Context: an optimization exercise on an open-source flow, tuned for small area, a short achievable clock period and few clock cycles per item. The choices shown serve that exercise and are no tape-out recipe.
The RTL of this run was laid out without a check of its function.

==> flow/design.v <==
module div_find_ones (
    input wire [32-1 : 0]  data_in,
    output wire [4:0]               lz,
    output wire                     zero
);
wire [15:0] data_1;
wire [7:0]  data_2;
wire [3:0]  data_3;
wire [1:0]  data_4;
assign zero  = ~|data_in;
assign lz[4] = ~|data_in[31:16];
assign data_1 = (lz[4])? data_in[15:0] : data_in[31:16];
assign lz[3] = ~|data_1[15:8];
assign data_2 = (lz[3])? data_1[7:0] : data_1[15:8];
assign lz[2] = ~|data_2[7:4];
assign data_3 = (lz[2])? data_2[3:0] : data_2[7:4];
assign lz[1] = ~|data_3[3:2];
assign data_4 = (lz[1])? data_3[1:0] : data_3[3:2];
assign lz[0] = ~data_4[1];
endmodule
module div_add_ks #(parameter W = 34) (
    input  wire [W-1:0] a,
    input  wire [W-1:0] b,
    input  wire         cin,
    output wire [W-1:0] sum
);
localparam [63:0] BM0 = 64'h5555555555555555;
localparam [63:0] UP0 = 64'haaaaaaaaaaaaaaaa;
localparam [63:0] BM1 = 64'h2222222222222222;
localparam [63:0] UP1 = 64'hcccccccccccccccc;
localparam [63:0] BM2 = 64'h0808080808080808;
localparam [63:0] UP2 = 64'hf0f0f0f0f0f0f0f0;
localparam [63:0] BM3 = 64'h0080008000800080;
localparam [63:0] UP3 = 64'hff00ff00ff00ff00;
localparam [63:0] BM4 = 64'h0000800000008000;
localparam [63:0] UP4 = 64'hffff0000ffff0000;
localparam [63:0] BM5 = 64'h0000000080000000;
localparam [63:0] UP5 = 64'hffffffff00000000;
function [W-1:0] add_sk(input [W-1:0] x, input [W-1:0] y, input c);
    reg [W:0] g, p, gs, ps;
    begin
        g = {x & y, c};
        p = {x ^ y, 1'b0};
        gs = (g & BM0[W:0]) << 1;
        ps = (p & BM0[W:0]) << 1;
        g = g | (p & gs);
        p = p & (ps | ~UP0[W:0]);
        gs = (g & BM1[W:0]) << 1;
        ps = (p & BM1[W:0]) << 1;
        gs = gs | (gs << 1);
        ps = ps | (ps << 1);
        g = g | (p & gs);
        p = p & (ps | ~UP1[W:0]);
        gs = (g & BM2[W:0]) << 1;
        ps = (p & BM2[W:0]) << 1;
        gs = gs | (gs << 1);
        ps = ps | (ps << 1);
        gs = gs | (gs << 2);
        ps = ps | (ps << 2);
        g = g | (p & gs);
        p = p & (ps | ~UP2[W:0]);
        gs = (g & BM3[W:0]) << 1;
        ps = (p & BM3[W:0]) << 1;
        gs = gs | (gs << 1);
        ps = ps | (ps << 1);
        gs = gs | (gs << 2);
        ps = ps | (ps << 2);
        gs = gs | (gs << 4);
        ps = ps | (ps << 4);
        g = g | (p & gs);
        p = p & (ps | ~UP3[W:0]);
        gs = (g & BM4[W:0]) << 1;
        ps = (p & BM4[W:0]) << 1;
        gs = gs | (gs << 1);
        ps = ps | (ps << 1);
        gs = gs | (gs << 2);
        ps = ps | (ps << 2);
        gs = gs | (gs << 4);
        ps = ps | (ps << 4);
        gs = gs | (gs << 8);
        ps = ps | (ps << 8);
        g = g | (p & gs);
        p = p & (ps | ~UP4[W:0]);
        gs = (g & BM5[W:0]) << 1;
        ps = (p & BM5[W:0]) << 1;
        gs = gs | (gs << 1);
        ps = ps | (ps << 1);
        gs = gs | (gs << 2);
        ps = ps | (ps << 2);
        gs = gs | (gs << 4);
        ps = ps | (ps << 4);
        gs = gs | (gs << 8);
        ps = ps | (ps << 8);
        gs = gs | (gs << 16);
        ps = ps | (ps << 16);
        g = g | (p & gs);
        p = p & (ps | ~UP5[W:0]);
        add_sk = (x ^ y) ^ g[W-1:0];
    end
endfunction
assign sum = add_sk(a, b, cin);
endmodule
module div (
    input wire                      clk,
    input wire                      rst_n,
    input wire                      div_start,
    input wire [2:0]                div_opcode,
    input wire [32-1 : 0]  div_divident,
    input wire [32-1 : 0]  div_divisor,
    output wire [32-1 : 0] div_quotient,
    output wire [32-1 : 0] div_remainder,
    output wire                     div_finish
);
localparam S_IDLE  = 2'd0;
localparam S_ALIGN = 2'd1;
localparam S_ITER  = 2'd2;
localparam S_DONE  = 2'd3;
reg [1:0]  state;
reg [31:0] rem_r;     
reg [32:0] dsr_r;     
reg [31:0] quo_r;
reg [3:0]  cnt_r;
reg        neg_q;     
reg        neg_r;     
wire start_signed = (div_opcode == 3'd1);
wire sa = start_signed & div_divident[31];
wire sb = start_signed & div_divisor[31];
wire [4:0] lz_a, lz_b;
wire       zero_a, zero_b;
div_find_ones u_lz_a (.data_in(rem_r), .lz(lz_a), .zero(zero_a));
div_find_ones u_lz_b (.data_in(dsr_r[31:0]), .lz(lz_b), .zero(zero_b));
wire [5:0]  k     = {1'b0, lz_b} - {1'b0, lz_a};
wire [4:0]  sh    = k[4:0] | 5'd1;
wire [33:0] diff1;
div_add_ks #(.W(34)) u_add1 (.a({2'b0, rem_r}), .b(~{1'b0, dsr_r}), .cin(1'b1), .sum(diff1));
wire [31:0] rem1  = diff1[33] ? rem_r : diff1[31:0];
wire [32:0] diff2;
div_add_ks #(.W(33)) u_add2 (.a({1'b0, rem1}), .b(~{1'b0, dsr_r[32:1]}), .cin(1'b1), .sum(diff2));
wire [31:0] rem2  = diff2[32] ? rem1 : diff2[31:0];
always @(posedge clk or negedge rst_n) begin
    if (!rst_n) begin
        state <= S_IDLE;
    end else if (div_start) begin
        state <= S_ALIGN;
    end else begin
        case (state)
        S_ALIGN: state <= (zero_b | k[5]) ? S_DONE : S_ITER;
        S_ITER:  state <= (cnt_r == 4'd0) ? S_DONE : S_ITER;
        default: state <= S_IDLE;
        endcase
    end
end
always @(posedge clk) begin
    if (div_start) begin
        rem_r <= sa ? (~div_divident + 32'd1) : div_divident;
        dsr_r <= {1'b0, sb ? (~div_divisor + 32'd1) : div_divisor};
        neg_q <= sa ^ sb;
        neg_r <= sa;
    end else begin
        case (state)
        S_ALIGN: begin
            cnt_r <= sh[4:1];
            dsr_r <= {1'b0, dsr_r[31:0]} << sh;
            quo_r <= zero_b ? 32'hFFFF_FFFF : 32'd0;
            if (zero_b) neg_q <= 1'b0;
        end
        S_ITER: begin
            rem_r <= rem2;
            quo_r <= {quo_r[29:0], ~diff1[33], ~diff2[32]};
            dsr_r <= {2'b0, dsr_r[32:2]};
            cnt_r <= cnt_r - 4'd1;
        end
        default: ;
        endcase
    end
end
assign div_quotient  = neg_q ? (~quo_r + 32'd1) : quo_r;
assign div_remainder = neg_r ? (~rem_r + 32'd1) : rem_r;
assign div_finish    = (state == S_DONE);
endmodule
==> flow/flow/run.sh <==
#!/bin/bash
set -euo pipefail
MARGIN=6.8
bash standard.sh synth > synth.log 2>&1
bash standard.sh SETUP_SLACK_MARGIN=$MARGIN "BUFFER_PORTS_ARGS=-buffer_cell sky130_fd_sc_hd__buf_1" finish > layout.log 2>&1
==> flow/standard.sh <==
#!/bin/bash
# synth_recipe.tcl (not shown) runs the flow's synth.tcl, then flattens the netlist and writes it again
# the make line also repeats each setting of config.mk as NAME=value (left out here)
make -C /OpenROAD-flow-scripts/flow DESIGN_CONFIG=/design/flow/config.mk WORK_HOME=/design/flow/orfs CLKGATE_MAP_FILE= SYNTH_SCRIPT=/design/flow/synth_recipe.tcl "${@:-finish}"
==> flow/config.mk <==
export PLATFORM = sky130hd
export DESIGN_NAME = div
export DESIGN_NICKNAME = div
export VERILOG_FILES = /design/flow/design.v
export SDC_FILE = /design/flow/constraint.sdc
export NUM_CORES = 4
export LEC_CHECK = 0
export CAP_MARGIN = 20
export CORE_MARGIN = 2
export CORE_UTILIZATION = 40
export SLEW_MARGIN = 20
==> flow/constraint.sdc <==
create_clock -name core_clock -period 12.0 [get_ports {clk}]
set_input_delay 2.4000 -clock core_clock [delete_from_list [all_inputs] [get_ports {clk}]]
set_output_delay 2.4000 -clock core_clock [all_outputs]
set_load 0.01 [all_outputs]
==> results.txt <==
==> cell families after synthesis <==
kind of cell,after synthesis,share of synthesized area (%)
DFF,105,25.08
muxes,62,5.730
buffers and inverters,159,4.999
and+or+nand+nor,423,16.97
xor gates and xnor gates,165,11.57
AOI/OAI and AO/OA,498,26.44
adders and majority gates,86,9.216
==> cells in the final DEF, fill, tap and decap left out, types with 20 or more instances in the layout <==
master / count
sky130_fd_sc_hd__inv_1: 70
sky130_fd_sc_hd__o31ai_1: 27
sky130_fd_sc_hd__a22oi_1: 26
sky130_fd_sc_hd__a21oi_1: 73
sky130_fd_sc_hd__a21oi_2: 20
sky130_fd_sc_hd__nor2_1: 87
sky130_fd_sc_hd__buf_2: 23
sky130_fd_sc_hd__edfxtp_1: 102
sky130_fd_sc_hd__mux2i_1: 35
sky130_fd_sc_hd__buf_1: 109
sky130_fd_sc_hd__nand2_1: 101
sky130_fd_sc_hd__xor2_1: 28
sky130_fd_sc_hd__nand3_1: 27
sky130_fd_sc_hd__a21o_1: 51
sky130_fd_sc_hd__buf_4: 121
sky130_fd_sc_hd__a31oi_1: 23
sky130_fd_sc_hd__buf_6: 21
sky130_fd_sc_hd__ha_1: 65
sky130_fd_sc_hd__o21ai_0: 86
sky130_fd_sc_hd__xnor2_1: 131
==> worst max-delay path by stage <==
stage | startpoint | end | slack [ns] | cells past startpoint
after floorplan | dsr_r[1] | rem_r[29] | 6.13 | 27
after global placement | dsr_r[1] | rem_r[27] | 4.63 | 25
after detailed placement | dsr_r[1] | rem_r[27] | 4.43 | 25
after CTS | rem_r[10] | rem_r[10] | 5.93 | 29
after global routing | dsr_r[1] | rem_r[18] | 5.65 | 30
final | dsr_r[1] | rem_r[18] | 5.89 | 28
==> stage by stage <==
step	std cells
after CTS	2091
final	2135
after global placement	1967
after floorplan	1498
after detailed placement	1967
after global routing	2135
==> final cells by class <==
type,instances,area [µm²],area share (%)
Sequential cell,105,3133,19.06
Tap cell,396,495.5,3.014
Inverter,82,334.1,2.032
Clock inverter,7,86.33,0.5252
Timing Repair Buffer,299,2137,13.00
Clock buffer,9,225.2,1.370
Timing Repair inverter,1,16.27,0.09895
Multi-Input combinational cell,1236,10010,60.90
==> flip-flops by register name, indices dropped and copies added (netlist names) <==
name,flops
cnt_r,4
dsr_r,33
neg_q,1
neg_r,1
quo_r,32
rem_r,32
state,2
==> worst reg2reg max path, delay by kind of cell (launching register included) <==
family	cells	cell delay, ns
compound gates	13	2.90
flops	1	0.42
buf+inv	5	0.66
simple gates	7	0.91
fa+ha+maj	3	1.04
==> layer usage <==
layer,GRT usage [%],up-vias
met5,0,-
met4,11.06,0
met3,5.322,128
met2,45.49,741
met1,38.98,6424
li1,-,6097
==> what timing repair did <==
| action | CTS | global route |
|---|---|---|
| pin swaps | 77 | 44 |
| gates cloned | 6 | 2 |
| hold endpoints to repair | 0 | 0 |
| setup endpoints to repair | 91 | 90 |
| gates resized for setup | 205 | 82 |
| setup buffers | 102 | 40 |
==> results.txt <==
- The run finished with no timing, DRC or antenna violations.
- The number of clock buffers added by TritonCTS is 9.
- The clock reaches the later pin of the worst-skew pair after 0.38 ns.
- The proportion of synthesized chip area in sequential cells is 25.08%.
- The clock slew seen by the registers of the worst setup and hold paths is 0.08 ns.
- Yosys printed 3 warnings.
- Setup repair after global routing could not meet its margin everywhere.
- The placer congestion estimate is 0.9657.
- The buffer and inverter count on the worst path is 5.
- The horizontal die dimension is 180.7 µm.
- Along the worst hold path, the cell count comes to 1.
- In the routed layout, each cell is associated on average with a via count of 6.272.
- The post-place instance area is 0.01359 mm².
- The final antenna diode count is 0.
- After global routing the overflow that remains totals 0.
- The count of buffers added on input and output ports is 134.
- The detailed-route via count is 13390.
- Grouping stages by cell kind, the critical path spends the most delay in compound AO/OA/AOI/OAI gates.
- The final core area utilization is 53.60%.
- Synthesis handed over a netlist of 1498 instances.
- Global routing consumed, over all layers together, 28.77% of the routing resources.
- After synthesis the netlist holds a flip-flop and latch count of 105.
- Dividing the final minimum period by the clock period gives 50.93%.
- The worst register-to-register path begins at dsr_r[1].
- In this run the top signal layer used is met4.
- The number of top-level pins is 135.
- The cell area after synthesis is 0.01249 mm².
- STA puts the critical path data required time at 12.20 ns.
- The cell type contributing the most total cell area after synthesis is sky130_fd_sc_hd__edfxtp_1.
- The effective utilization at floorplan is 40.73%.
- The floorplan row count is 64.
- TritonCTS built the clock tree.
- On the critical path, the stage with the largest delay is an instance of sky130_fd_sc_hd__fa_4.
- The tree is rooted in a sky130_fd_sc_hd__clkbuf_16.
- Prior to clock tree synthesis, the placed netlist has a worst setup slack of 4.428 ns.
- Across the routed clock network, the largest skew measured is 0.02123 ns.
- Measured in cells, the most critical reg-to-reg path has a length of 28.
- The via count of the first global-routing pass is 12510.
- CTS built an H-tree with a depth of 3.
- The endpoint of the worst hold path is quo_r[7].
- The async set-or-reset flop fraction in the synthesized netlist is 1.905%.
- By area the synthesized netlist is led by sky130_fd_sc_hd__edfxtp_1 25%, sky130_fd_sc_hd__xnor2_1 9.5%, sky130_fd_sc_hd__ha_1 7.6%.
- Summed over all failing endpoints, the final setup total negative slack is 0 ns.
- With fillers left out, the area of the finished cells amounts to 0.01644 mm².
- The worst-path maximum fanout is 6.
- The routed design has 49280 µm of wire.
- Yosys instantiated no cell more often than sky130_fd_sc_hd__xnor2_1.
- At the pin with the least slew margin, the transition time is 0.9846 ns.
- The tool flagged a number of max-cap violations equal to 0.
- The number of distinct library cells after synthesis is 77.
- The initial detailed-routing violation count is 1684.
- The worst-case setup margin in the final layout is 5.889 ns.
- Dividing the detail-routed wire length by the instance count gives 23.08 µm.
- Setup slack on the worst reg-to-reg path comes out at 5.89 ns.
- For this run, the leading register cell type out of synthesis is sky130_fd_sc_hd__edfxtp_1.
- The post-DP HPWL is 33160 µm.
- In this design, the stage delay of the slowest critical-path cell is 0.53 ns.
- At the worst endpoint, the arrival time is 6.31 ns.
- The post-layout minimum cycle time is 6.111 ns.
- The core area is 0.03067 mm².
- The total of hold buffers inserted after clock tree synthesis is 0.
- The number of enable-type register cells in the synthesized netlist is 102.
- The per-instance average area after synthesis is 8.338 µm².
- The area fraction of the dominant cell type after synthesis is 24.52%.
- The final antenna-violating net count is 0.
- The capturing element type of the critical path is a flip-flop.
- After filler insertion, the fill cell instance count of the layout stands at 2833.
- The number of endpoints with negative hold slack in the final report came to 0.
- When the netlist entered floorplanning its net count stood at 1654.
- In this run the tightest slew margin relative to its limit is 34.20%.
- The hold slack is 0.6087 ns.
- The die covers 0.03266 mm².
- The critical path is of the flip-flop to flip-flop type.
- The beginning of the worst hold path is quo_r[5].
- By count the netlist is led by 136 x sky130_fd_sc_hd__xnor2_1, 115 x sky130_fd_sc_hd__o21ai_0, 111 x sky130_fd_sc_hd__nand2_1.
- Setup violations remaining at the end of the flow were counted as 0.
- At the end of the flow, the number of nets in the layout was 1890.
- The kind of start point of the critical path is a flip-flop.
- Summed over all nets, wire length on met2 after detailed routing comes to 22440 µm.
- The number of antenna violations at the first check in global routing is 0.
- The min-delay analysis places its worst path in the category flip-flop to flip-flop.
- The endpoint identified for the worst register-to-register timing path is rem_r[18].
- The number of max-slew violations in the final report came to 0.
- The number of optimization iterations in the first detailed-route pass is 6.
- The clock passes through at most 2 buffers.
- The area added between synthesis and finish is 31.60%.
- The highest attainable clock frequency is 163.6 MHz.
- The largest net degree at the start of global routing is 56.
- After detailed routing, the wire length on met1 is 20360 µm.
- The first global-routing pass estimated 73750 µm of wire.
- In this run the vertical extent of the chip is 180.7 µm.
- The amount of wire on met3 after detailed routing is 4410 µm.
- The post-detailed-route DRC marker count is 0.
- In the final layout, the share of cells above drive strength 1 is 25.99%.
- Clock tree synthesis found a total of 105 sinks.

-- re-timing with driven ports --
The results above use ideal ports. As a check the final layout listed here was re-extracted and re-timed, cells and wires unchanged.
Step 1: set_driving_cell puts a clkbuf_16 on clk and a buf_2 on each other input, an assumption about the parent block.
Step 2 adds t to the input delays and takes it off the output delays; t is the mean of the earliest and latest rising clock arrival at the registers after step 1. Input paths then give back, and output paths get back, about the clock's delay inside the block.
Three values: ideal, step 1, step 2; two values: the first two.
t (ns): 0.417
setup slack, ns: 5.889 / 5.889 / 5.889
worst register clock-pin slew, ns: 0.09 / 0.09
After both steps setup and hold are still met in this run. The setup slack of this run moves by 0.000 ns with the drivers and by 0.000 ns with both steps.
